This design comes from an exercise in tuning for small area, a short achievable clock period and few clock cycles on the open sky130 flow, not from production work.
No activity file was given, so power comes from the tool's default toggle rates.

== fjord ==
// CPU_6507
module CPU_6507(
	output [12:0] addr_bus,
	output [7:0] d_out,
	input [7:0] d_in,
	output reg wenb,
	input clk,
	input rstb,
	input rdy
);
localparam T0 = 5'd0, T1 = 5'd1, ABS2 = 5'd2, IDX = 5'd3, BR = 5'd4, BRFIX = 5'd5;
localparam DATA = 5'd8, MOD = 5'd9, WR = 5'd10, PLO = 5'd11, PHI = 5'd12, PHIJ = 5'd13;
localparam PUSH = 5'd16, SINC = 5'd17, PUSHL = 5'd18, PUSHP = 5'd19, PULLP = 5'd20, PULLL = 5'd21, PULLH = 5'd22, PULLA = 5'd23;
reg [7:0] A, X, Y, S;
reg N, V, D, I, Z, C;
reg [15:0] PC;
reg [7:0] IR, DL, ABL;
reg [4:0] ABH;
reg [4:0] st;
wire [7:0] P = {N, V, 2'b00, D, I, Z, C};
assign addr_bus = st[4] ? {5'b00001, S} : st[3] ? {ABH, ABL} : PC[12:0];
wire [2:0] aaa = IR[7:5];
wire [2:0] bbb = IR[4:2];
wire [1:0] cc = IR[1:0];
wire g1 = cc == 2'b01;
wire g2 = cc == 2'b10;
wire g0 = cc == 2'b00;
wire m_imm = (g1 & bbb == 3'b010) | (~g1 & bbb == 3'b000 & aaa[2]);
wire m_zp = bbb == 3'b001;
wire m_zpi = bbb == 3'b101;
  ...
==> flow/config.mk <==
export PLATFORM = sky130hd
export DESIGN_NAME = CPU_6507
export DESIGN_NICKNAME = CPU_6507
export VERILOG_FILES = /design/flow/design.v
export SDC_FILE = /design/flow/constraint.sdc
export NUM_CORES = 4
export LEC_CHECK = 0
export ABC_AREA = 1
export CAP_MARGIN = 20
export CORE_MARGIN = 2
export CORE_UTILIZATION = 60
export SLEW_MARGIN = 20
==> flow/constraint.sdc <==
create_clock -name core_clock -period 9.0 [get_ports {clk}]
set_input_delay 1.8000 -clock core_clock [delete_from_list [all_inputs] [get_ports {clk}]]
set_output_delay 1.8000 -clock core_clock [all_outputs]
set_load 0.01 [all_outputs]
standard.sh (not shown) runs the stock make flow with config.mk's settings and CLKGATE_MAP_FILE= SYNTH_SCRIPT=/design/flow/synth_recipe.tcl, a recipe that flattens the netlist after the stock synthesis.
==> flow/flow/run.sh <==
#!/bin/bash
set -euo pipefail
bash standard.sh "BUFFER_PORTS_ARGS=-buffer_cell sky130_fd_sc_hd__buf_4" SETUP_SLACK_MARGIN=5.8 finish > flow_make.log 2>&1
What tundra does differently from fjord at the input level:
--- a/flow/design.v
+++ b/flow/design.v
@@ -13,15 +13,16 @@
 reg [7:0] A, X, Y, S;
 reg N, V, D, I, Z, C;
 reg [15:0] PC;
 reg [7:0] IR, DL, ABL;
 reg [4:0] ABH;
 reg [4:0] st;
 wire [7:0] P = {N, V, 2'b00, D, I, Z, C};
-assign addr_bus = st[4] ? {5'b00001, S} : st[3] ? {ABH, ABL} : PC[12:0];
+reg a_pc, a_ab, a_sk;
+assign addr_bus = ({13{a_pc}} & PC[12:0]) | ({13{a_ab}} & {ABH, ABL}) | ({13{a_sk}} & {5'b00001, S});
 wire [2:0] aaa = IR[7:5];
 wire [2:0] bbb = IR[4:2];
 wire [1:0] cc = IR[1:0];
 wire g1 = cc == 2'b01;
 wire g2 = cc == 2'b10;
 wire g0 = cc == 2'b00;
 wire m_imm = (g1 & bbb == 3'b010) | (~g1 & bbb == 3'b000 & aaa[2]);
@@ -79,27 +80,31 @@
 		3'b110: cw_mod = {SDL, MFF, C0, OP_ADD};
 		default: cw_mod = {SDL, M00, C1, OP_ADD};
 	endcase
 end
 wire [8:0] idxsel = use_y ? SY : SX;
 wire [8:0] stsel = cc[0] ? SA : cc[1] ? SX : SY;
 wire [15:0] CW_STORE = {stsel, M00, C0, OP_OR};
-wire [7:0] d = d_in;
-wire co_rA = d[7] ? (~d[6] & d[5] & ~d[4]) : (d[6] | d[1]);    
-wire co_rX = d[7] & (d[1] ? (d[6] | ~d[5]) : (d[6] & d[5]));    
-wire co_rY = d[7] & ~d[1] & ~d[5];                              
-wire co_rS = d[7] & d[1] & ~d[6] & d[5] & d[4];                 
-wire co_rPH = ~d[7] & ~d[3];                                    
-wire co_rP = ~d[7] & d[3] & ~d[6] & ~d[1];                      
-wire co_mInv = d[7] & ~d[5] & ~d[4] & ~(d[6] ^ d[1]);           
-wire co_cOne = d[7] & d[6] & ~d[1];                             
-wire co_cC = ~d[7] & d[5] & d[1];                               
-wire [2:0] co_op = {~d[7] & d[1], d[7] & ~d[6] & (d[5] | d[4] | d[1]), ~d[7] & d[6] & d[1]};
-wire [15:0] cw_op = {co_rA, co_rX, co_rY, co_rS, 1'b0, co_rPH, 1'b0, 1'b0, co_rP,
-	1'b0, co_mInv, co_cOne, co_cC, co_op};
+reg [15:0] cw_op;
+always @(*) begin
+	casez (d_in)
+		8'b00?0_1010: cw_op = {SA, M00, C0, OP_SHL} | {9'h0, 2'b0, 1'b0, d_in[5], 3'b0};
+		8'b01?0_1010: cw_op = {SA, M00, C0, OP_SHR} | {9'h0, 2'b0, 1'b0, d_in[5], 3'b0};
+		8'h8A, 8'h9A: cw_op = {SX, M00, C0, OP_OR};
+		8'hAA, 8'hA8, 8'h48: cw_op = {SA, M00, C0, OP_OR};
+		8'hBA: cw_op = {SS, M00, C0, OP_OR};
+		8'h98: cw_op = {SY, M00, C0, OP_OR};
+		8'hE8: cw_op = {SX, M00, C1, OP_ADD};
+		8'hCA: cw_op = {SX, MFF, C0, OP_ADD};
+		8'hC8: cw_op = {SY, M00, C1, OP_ADD};
+		8'h88: cw_op = {SY, MFF, C0, OP_ADD};
+		8'h00: cw_op = {SPH, M00, C0, OP_OR};
+		default: cw_op = {SP, M00, C0, OP_OR};
+	endcase
+end
 reg [15:0] cw_nx;
 always @(*) begin
 	case (st)
 		T0: cw_nx = cw_op;
 		T1: begin
 			if (m_imm) cw_nx = cw_exec;
 			else if (is_branch) cw_nx = {SPL, MDL, C0, OP_ADD};
@@ -223,23 +228,27 @@
 wire [7:0] sx = S ^ {8{sdec}};
 wire [6:0] st_t = {&sx[6:0], &sx[5:0], &sx[4:0], &sx[3:0], &sx[2:0], &sx[1:0], sx[0]};
 wire [4:0] dinc = d_in[4:0] + 5'd1;
 wire [4:0] ABHc = cout ? dinc : d_in[4:0];
 always @(posedge clk) begin
 	if (!rstb) begin
 		st <= PLO;
+		a_pc <= 1'b0; a_ab <= 1'b1; a_sk <= 1'b0;
 		IR <= 8'h00;
 		ABL <= 8'hFC;
 		ABH <= 5'h1F;
 		wenb <= 1'b1;
 		cwr <= CW_ALINC;
 		A <= 0; X <= 0; Y <= 0; S <= 0;
 		N <= 0; V <= 0; D <= 0; I <= 1; Z <= 1; C <= 0;
 	end else if (rdy) begin
 		st <= ns;
+		a_pc <= ns[4:3] == 2'b00;
+		a_ab <= ns[4:3] == 2'b01;
+		a_sk <= ns[4:3] == 2'b10;
 		cwr <= cw_nx;
 		wenb <= ~wr_n;
 		if (wA) A <= res;
 		if (wX) X <= res;
 		if (wY) Y <= res;
 		if (wS) S <= res;
 		else if (sdec | sinc) S <= S ^ {st_t, 1'b1};
--- outcome ---
- In tundra the count of clock-buffer cells in the layout turned out 3 higher than in fjord.
- Per the comparison of tundra with fjord, fmax shows an increase of 2.5%; final non-filler cell total went up 76; synthesized cell count up 80; met1 wire length picked up an extra about 5%.
- Slew at the pin with the worst max-slew slack was lower in the run labelled tundra.
- Combinational cell fraction of total power (tundra over fjord): decrease, 0.3 points
- Comparing average detailed-routed wire length per instance for fjord and tundra, the smaller number came from tundra.
- Against fjord, the final cell area of tundra is higher.
- tundra against fjord: placeable core region climbed 4.3%; final worst setup slack climbed 0.081 ns; clock network fraction of total power dropped 1.4 points.
No run of this note included a check of the RTL's function; only the layout flow was run.

re-timing with driven ports:
No port has a modelled driver above. Below, the same layouts with a new extraction and two added sets of constraints. Step 1 sets driving cells, clkbuf_16 on the clock port and buf_2 on the other inputs (assumed; they add their load-dependent delay and slew). Step 2 also shifts input and output timing later by t, the mid clock arrival at the registers, as if the neighbouring blocks saw the same clock. Slacks: ideal ports / drivers / drivers and shift; pairs: ideal ports / drivers.
run	t (ns)	setup slack, ns	slew at the worst register clock pin (ns)
fjord	0.409	5.685 / 5.638 / 5.457	0.08 / 0.08
tundra	0.407	5.765 / 5.718 / 5.469	0.08 / 0.08
After both steps every run listed still meets setup and hold. The setup slack of tundra, which loses most, moves by -0.047 ns with the drivers and by -0.296 ns with both steps.
